Background: an optimization exercise with open tools, aiming at small area. Do not read the settings as production practice. RTL that was checked went through simulation tests only; none was proved equivalent to the original. Power and IR drop assume default switching activity.

## JK
// fpu
module fpu(input logic clk,
           input logic [2:0] op,
           input logic [31:0] x1,
           input logic [31:0] x2,
           output logic [31:0] y);
For scale: roughly 2400 cells after synthesis, ~100 I/O pins, roughly 22000 um^2 of cells after synthesis.
clock: 10.0 ns
lec_check: 0
cap_margin: 20
core_margin: 2
core_utilization: 40
cts_buf_list: sky130_fd_sc_hd__clkbuf_8
slew_margin: 20
synth_hierarchical: 1
standard.sh (not shown) runs the stock make flow with config.mk's settings and CLKGATE_MAP_FILE= SYNTH_SCRIPT=/design/flow/synth_recipe.tcl, a recipe that flattens the netlist after the stock synthesis.
==> flow/flow/run.sh <==
#!/bin/bash
# The standard layout, with the port buffers that placement inserts
# chosen here: sky130_fd_sc_hd__buf_4 on the inputs (they fan out widely),
# sky130_fd_sc_hd__buf_1 on the outputs (the standard flow picks a larger
# buffer for all ports).
set -euo pipefail
export PRE_GLOBAL_PLACE_TCL="$PWD/flow/ports.tcl"
bash standard.sh > standard.log 2>&1
==> flow/flow/ports.tcl <==
# Sourced before global placement: buffer_ports, as global_place.tcl calls
# it, buffers the inputs with buf_4 and the outputs with buf_1.
rename buffer_ports my_orig_buffer_ports
proc buffer_ports {args} {
  my_orig_buffer_ports -inputs -buffer_cell sky130_fd_sc_hd__buf_4
  my_orig_buffer_ports -outputs -buffer_cell sky130_fd_sc_hd__buf_1
}
JK: flow completed, timing, DRC and antenna clean
Changes in MS relative to JK:
- setting GPL_TIMING_DRIVEN to 0 for the first time
==> flow/flow/run.sh <==
#!/bin/bash
# The standard layout, with the port buffers that placement inserts
# made sky130_fd_sc_hd__buf_1 (the standard flow picks a larger buffer).
set -euo pipefail
export BUFFER_PORTS_ARGS="-buffer_cell sky130_fd_sc_hd__buf_1"
bash standard.sh > standard.log 2>&1
removed: flow/flow/ports.tcl
## What came out
- Relative to JK, the placed instance area measured on MS has increased by a few percent.
- MS vs JK, slowest stage cell on the critical path: sky130_fd_sc_hd__or4_1 vs sky130_fd_sc_hd__dfxtp_2
- Aggregate routed wire length, MS vs JK: up by a little under 10%
- Synthesized area: MS vs JK — no meaningful difference
- MS -> JK: number of sequential storage elements delta 0, exact match
- Going from JK to MS, last weighted congestion value of the routability-driven placer grows by 0.010.
- In MS the global-route usage turned out 2.5 points higher than in JK.
- From JK to MS the numbers moved as follows: vias after detailed routing rose 848; sequential standard cell area about even; clock-buffer cell count rose 1.
> inputs changed (MS -> AL)
- GPL_TIMING_DRIVEN: 0 -> unset
diff --git a/flow/flow/run.sh b/flow/flow/run.sh
--- a/flow/flow/run.sh
+++ b/flow/flow/run.sh
@@ -5 +5 @@
-export BUFFER_PORTS_ARGS="-buffer_cell sky130_fd_sc_hd__buf_1"
+export BUFFER_PORTS_ARGS="-buffer_cell sky130_fd_sc_hd__buf_2"
## What came out
- Of MS and AL, the run reporting the lower first-pass GRT wire length was AL.
- Against MS, AL comes in 2.6 points higher on multi-input combinational area share.
- Changes observed in AL relative to MS: smallest setup slack after layout now larger, critical path depth went down by 6.7%.
- For insertion delay of the later-clocked pin in the worst-skew pair, MS and AL come out practically identical.
--- input diff AL..TR ---
- setting PLACE_DENSITY to 0.75 for the first time
- changing CORE_UTILIZATION from 40 to 65
diff --git a/flow/flow/run.sh b/flow/flow/run.sh
--- a/flow/flow/run.sh
+++ b/flow/flow/run.sh
@@ -5 +5 @@
-export BUFFER_PORTS_ARGS="-buffer_cell sky130_fd_sc_hd__buf_2"
+export BUFFER_PORTS_ARGS="-buffer_cell sky130_fd_sc_hd__buf_1"
Findings:
What AL reported for largest voltage drop on the vdd net has to be multiplied by 0.862 to get the figure for TR.
TR vs AL, met1 track demand over resource went up by 17 points.
Looking at largest net degree at the start of global routing, TR sits above AL.
Changes observed in TR relative to AL: internal power lower; die boundary height shows a reduction of 21%; non-clock buffer count rose about 17%.

---

## oak
Another version of the RTL of fpu (not shown whole).
Size in the first run: ~2400 cells after synthesis, roughly 100 I/O pins, ~0.022 mm^2 of cells after synthesis.
==> flow/config.mk <==
export PLATFORM = sky130hd
export DESIGN_NAME = fpu
export DESIGN_NICKNAME = fpu
export VERILOG_FILES = /design/flow/design.v
export SDC_FILE = /design/flow/constraint.sdc
export NUM_CORES = 4
export LEC_CHECK = 0
export CAP_MARGIN = 0
export CORE_MARGIN = 2
export CORE_UTILIZATION = 40
export SLEW_MARGIN = 0
export SYNTH_HIERARCHICAL = 1
==> flow/constraint.sdc <==
create_clock -name core_clock -period 10.0 [get_ports {clk}]
set_input_delay 2.0000 -clock core_clock [delete_from_list [all_inputs] [get_ports {clk}]]
set_output_delay 2.0000 -clock core_clock [all_outputs]
set_load 0.01 [all_outputs]
==> flow/flow/run.sh <==
#!/bin/bash
# The standard layout, with the port buffers that placement inserts
# made sky130_fd_sc_hd__buf_1 (the standard flow picks a larger buffer).
set -euo pipefail
export BUFFER_PORTS_ARGS="-buffer_cell sky130_fd_sc_hd__buf_1"
bash standard.sh > standard.log 2>&1
--- input diff oak..pine ---
- SLEW_MARGIN changed from 0 to 20
- CTS_BUF_LIST newly set to sky130_fd_sc_hd__clkbuf_8
- CAP_MARGIN changed from 0 to 20
==> run notes <==
No stage failed in pine, and the final checks on the layout all came back clean. Taking oak as the reference, in pine power density over the cells lost about 2.2%, proportion of cell area occupied by registers barely changed. Compared oak against pine; required time at the endpoint of the critical path within noise. pine: met3 usage 0.29 points below oak. Taking oak as the reference, in pine fraction of power spent switching nets went up, clock network power share went down, total power went down, global-route usage did not really move. pine vs oak, first-iteration DRC count went up by about 2.3%.
No run of this note included a check of the RTL's function; only the layout flow was run.

---

## the previous run
Another version of the RTL of fpu (not shown whole).
Size: ~2400 cells after synthesis, roughly 100 I/O pins.
==> flow/config.mk <==
export PLATFORM = sky130hd
export DESIGN_NAME = fpu
export DESIGN_NICKNAME = fpu
export VERILOG_FILES = /design/flow/design.v
export SDC_FILE = /design/flow/constraint.sdc
export NUM_CORES = 4
export LEC_CHECK = 0
export CAP_MARGIN = 20
export CORE_MARGIN = 2
export CORE_UTILIZATION = 65
export CTS_BUF_LIST = sky130_fd_sc_hd__clkbuf_8
export PLACE_DENSITY = 0.75
export SLEW_MARGIN = 20
export SYNTH_HIERARCHICAL = 1
==> flow/constraint.sdc <==
create_clock -name core_clock -period 10.0 [get_ports {clk}]
set_input_delay 2.0000 -clock core_clock [delete_from_list [all_inputs] [get_ports {clk}]]
set_output_delay 2.0000 -clock core_clock [all_outputs]
set_load 0.01 [all_outputs]
==> flow/flow/run.sh <==
#!/bin/bash
# The standard layout, with the port buffers that placement inserts
# made sky130_fd_sc_hd__buf_2 (the standard flow picks a larger buffer).
set -euo pipefail
export BUFFER_PORTS_ARGS="-buffer_cell sky130_fd_sc_hd__buf_2"
bash standard.sh > standard.log 2>&1
Modified inputs, the current run compared to the previous run
# the previous run
export LEC_CHECK = 0
export CAP_MARGIN = 20
export CORE_MARGIN = 2
export CORE_UTILIZATION = 65
export CTS_BUF_LIST = sky130_fd_sc_hd__clkbuf_8
export PLACE_DENSITY = 0.75
export SLEW_MARGIN = 20
export SYNTH_HIERARCHICAL = 1
create_clock -name core_clock -period 10.0 [get_ports {clk}]
# the current run
export LEC_CHECK = 0
export CAP_MARGIN = 20
export CORE_MARGIN = 2
export CORE_UTILIZATION = 40
export CTS_BUF_LIST = sky130_fd_sc_hd__clkbuf_8
export SLEW_MARGIN = 20
export SYNTH_HIERARCHICAL = 1
create_clock -name core_clock -period 10.0 [get_ports {clk}]
==> comparison <==
- The final layout from the current run, which completed every stage, passed the timing, DRC and antenna checks at the end of the flow.
- On setup slack of the worst register-to-register path, the current run does better than the previous run.
- In the metrics for the current run and the previous run, the one carrying the lower global-route usage is the current run.
- Count of placed standard cells in the final layout, fillers left out: the current run and the previous run compared, higher one is the current run
- Smallest hold slack across the current run and the previous run: no real change.
- Higher layout-stage area growth over the synthesis result among the current run and the previous run: the current run

---

== run A ==
Another version of the RTL of fpu (not shown whole).
Size in the first run: about 22,000 um2 of cells after synthesis.
Settings: LEC_CHECK=0, CAP_MARGIN=20, CORE_MARGIN=2, CORE_UTILIZATION=40, CTS_BUF_LIST=sky130_fd_sc_hd__clkbuf_4, SLEW_MARGIN=20, SYNTH_HIERARCHICAL=1; clock period 10.0 ns.
run.sh (not shown) runs the stock make flow with config.mk's settings and CLKGATE_MAP_FILE= SYNTH_SCRIPT=/design/flow/synth_recipe.tcl, a recipe that flattens the netlist after the stock synthesis.
Stock flow here: none of the scripts above is used.
Modified inputs, run B compared to run A
==> flow/flow/run.sh (new file) <==
#!/bin/bash
# The standard layout, with the port buffers that placement inserts
# made sky130_fd_sc_hd__buf_1 (the standard flow picks a larger buffer).
set -euo pipefail
export BUFFER_PORTS_ARGS="-buffer_cell sky130_fd_sc_hd__buf_1"
bash standard.sh > standard.log 2>&1
==> flow/standard.sh (new file) <==
#!/bin/bash
# synth_recipe.tcl (not shown) runs the flow's synth.tcl, then flattens the netlist and writes it again
# the make line also repeats each setting of config.mk as NAME=value (left out here)
make -C /OpenROAD-flow-scripts/flow DESIGN_CONFIG=/design/flow/config.mk WORK_HOME=/design/flow/orfs CLKGATE_MAP_FILE= SYNTH_SCRIPT=/design/flow/synth_recipe.tcl "${@:-finish}"
diff --git a/flow/config.mk b/flow/config.mk
--- a/flow/config.mk
+++ b/flow/config.mk
@@ -9,5 +9,4 @@
 export CORE_MARGIN = 2
 export CORE_UTILIZATION = 40
-export CTS_BUF_LIST = sky130_fd_sc_hd__clkbuf_4
 export SLEW_MARGIN = 20
 export SYNTH_HIERARCHICAL = 1
removed: flow/run.sh
## What came out
- Of run A and run B, the higher clock input transition at the sequential cells of the worst setup and hold paths belongs to run A.
- Run A → run B: total of clock buffers placed in the layout has decreased; setup slack has increased.

---

fpu with an RTL version that a note above also has.
Size in the first run: about 2400 cells after synthesis, about 100 I/O pins, roughly 22000 sq um of cells after synthesis.
Settings: LEC_CHECK=0, CAP_MARGIN=20, CORE_MARGIN=2, CORE_UTILIZATION=40, CTS_BUF_LIST=sky130_fd_sc_hd__clkbuf_8, SLEW_MARGIN=20, SYNTH_HIERARCHICAL=1; clock period 10.0 ns.
standard.sh (not shown) runs the stock make flow with config.mk's settings and CLKGATE_MAP_FILE= SYNTH_SCRIPT=/design/flow/synth_recipe.tcl, a recipe that flattens the netlist after the stock synthesis.
==> flow/flow/run.sh <==
#!/bin/bash
# The standard layout, with the port buffers that placement inserts
# made sky130_fd_sc_hd__buf_2 (the standard flow picks a larger buffer).
set -euo pipefail
export BUFFER_PORTS_ARGS="-buffer_cell sky130_fd_sc_hd__buf_2"
bash standard.sh > standard.log 2>&1
Rerun with:
==> flow/flow/run.sh (replaced) <==
#!/bin/bash
# The standard layout, with the port buffers that placement inserts
# made sky130_fd_sc_hd__buf_1 (the standard flow picks a larger buffer).
set -euo pipefail
export BUFFER_PORTS_ARGS="-buffer_cell sky130_fd_sc_hd__buf_1"
bash standard.sh > standard.log 2>&1
Effect: Synthesized cell count does not change. Setup slack improved by 0.078 ns. Via count went up slightly. Power decreases slightly.

---

fpu, a different RTL version from the one above (not shown whole).
For scale: ~2400 cells after synthesis, ~22000 um^2 of cells after synthesis.
export LEC_CHECK = 0
export CAP_MARGIN = 20
export CORE_MARGIN = 2
export CORE_UTILIZATION = 40
export CTS_BUF_LIST = sky130_fd_sc_hd__clkbuf_8
export CTS_CLUSTER_DIAMETER = 100
export CTS_CLUSTER_SIZE = 30
export SLEW_MARGIN = 20
export SYNTH_HIERARCHICAL = 1
create_clock -name core_clock -period 10.0 [get_ports {clk}]
==> flow/flow/run.sh <==
#!/bin/bash
# The standard layout, with the port buffers that placement inserts
# made sky130_fd_sc_hd__buf_1 (the standard flow picks a larger buffer).
set -euo pipefail
export BUFFER_PORTS_ARGS="-buffer_cell sky130_fd_sc_hd__buf_1"
bash standard.sh > standard.log 2>&1
The starting point ran to the end with no violations.
Change:
Settings changed: CTS_CLUSTER_DIAMETER 100 to unset, CTS_CLUSTER_SIZE 30 to unset.
Result:
- non-clock buffer count stays the same
- sequential share of layout area stays the same
- first-iteration DRC count stays the same
- register-to-register slack is about the same
- final area stays the same
- synthesized area is unchanged
- maximum frequency does not change
- global-route usage is unchanged
No functional check of the RTL was part of any run of this note.

afterwards: timing with drivers on the ports:
No port has a modelled driver above. Below, the same layouts with a new extraction and two added sets of constraints. Step 1 (the two cells are an assumption about what drives the block):
set clk [get_ports {clk}]
set_driving_cell -lib_cell sky130_fd_sc_hd__clkbuf_16 $clk
set_driving_cell -lib_cell sky130_fd_sc_hd__buf_2 [delete_from_list [all_inputs] $clk]
Step 2 times the ports against the registers' clock, not the clock port: input delays grow and output delays shrink by t, the midpoint of the rising clock arrivals with the driver on. Three values: no drivers, after step 1, after step 2; two values: the first two.
run | t (ns) | setup WS [ns] | worst register clock-pin slew, ns
JK | 0.474 | 1.192 / 1.192 / 1.192 | 0.09 / 0.09
MS | 0.465 | 0.719 / 0.676 / 0.877 | 0.08 / 0.08
AL | 0.463 | 1.020 / 0.987 / 1.356 | 0.08 / 0.08
TR | 0.480 | 0.924 / 0.883 / 1.168 | 0.08 / 0.08
oak | 0.462 | 1.204 / 1.160 / 1.330 | 0.06 / 0.06
pine | 0.486 | 1.188 / 1.148 / 1.310 | 0.08 / 0.08
the previous run | 0.464 | 0.692 / 0.650 / 1.114 | 0.08 / 0.08
the current run | 0.473 | 0.642 / 0.607 / 1.080 | 0.08 / 0.08
run A | 0.567 | 1.040 / 1.006 / 1.243 | 0.12 / 0.12
run B | 0.449 | 1.111 / 1.075 / 1.171 | 0.06 / 0.06
the first run of note 5 | 0.463 | 1.020 / 0.987 / 1.356 | 0.08 / 0.08
the second run of note 5 | 0.468 | 1.098 / 1.061 / 1.504 | 0.09 / 0.09
the first run of note 6 | 0.483 | 0.925 / 0.877 / 1.293 | 0.08 / 0.08
the second run of note 6 | 0.483 | 0.925 / 0.877 / 1.293 | 0.08 / 0.08
After both steps setup and hold are still met in every run listed.
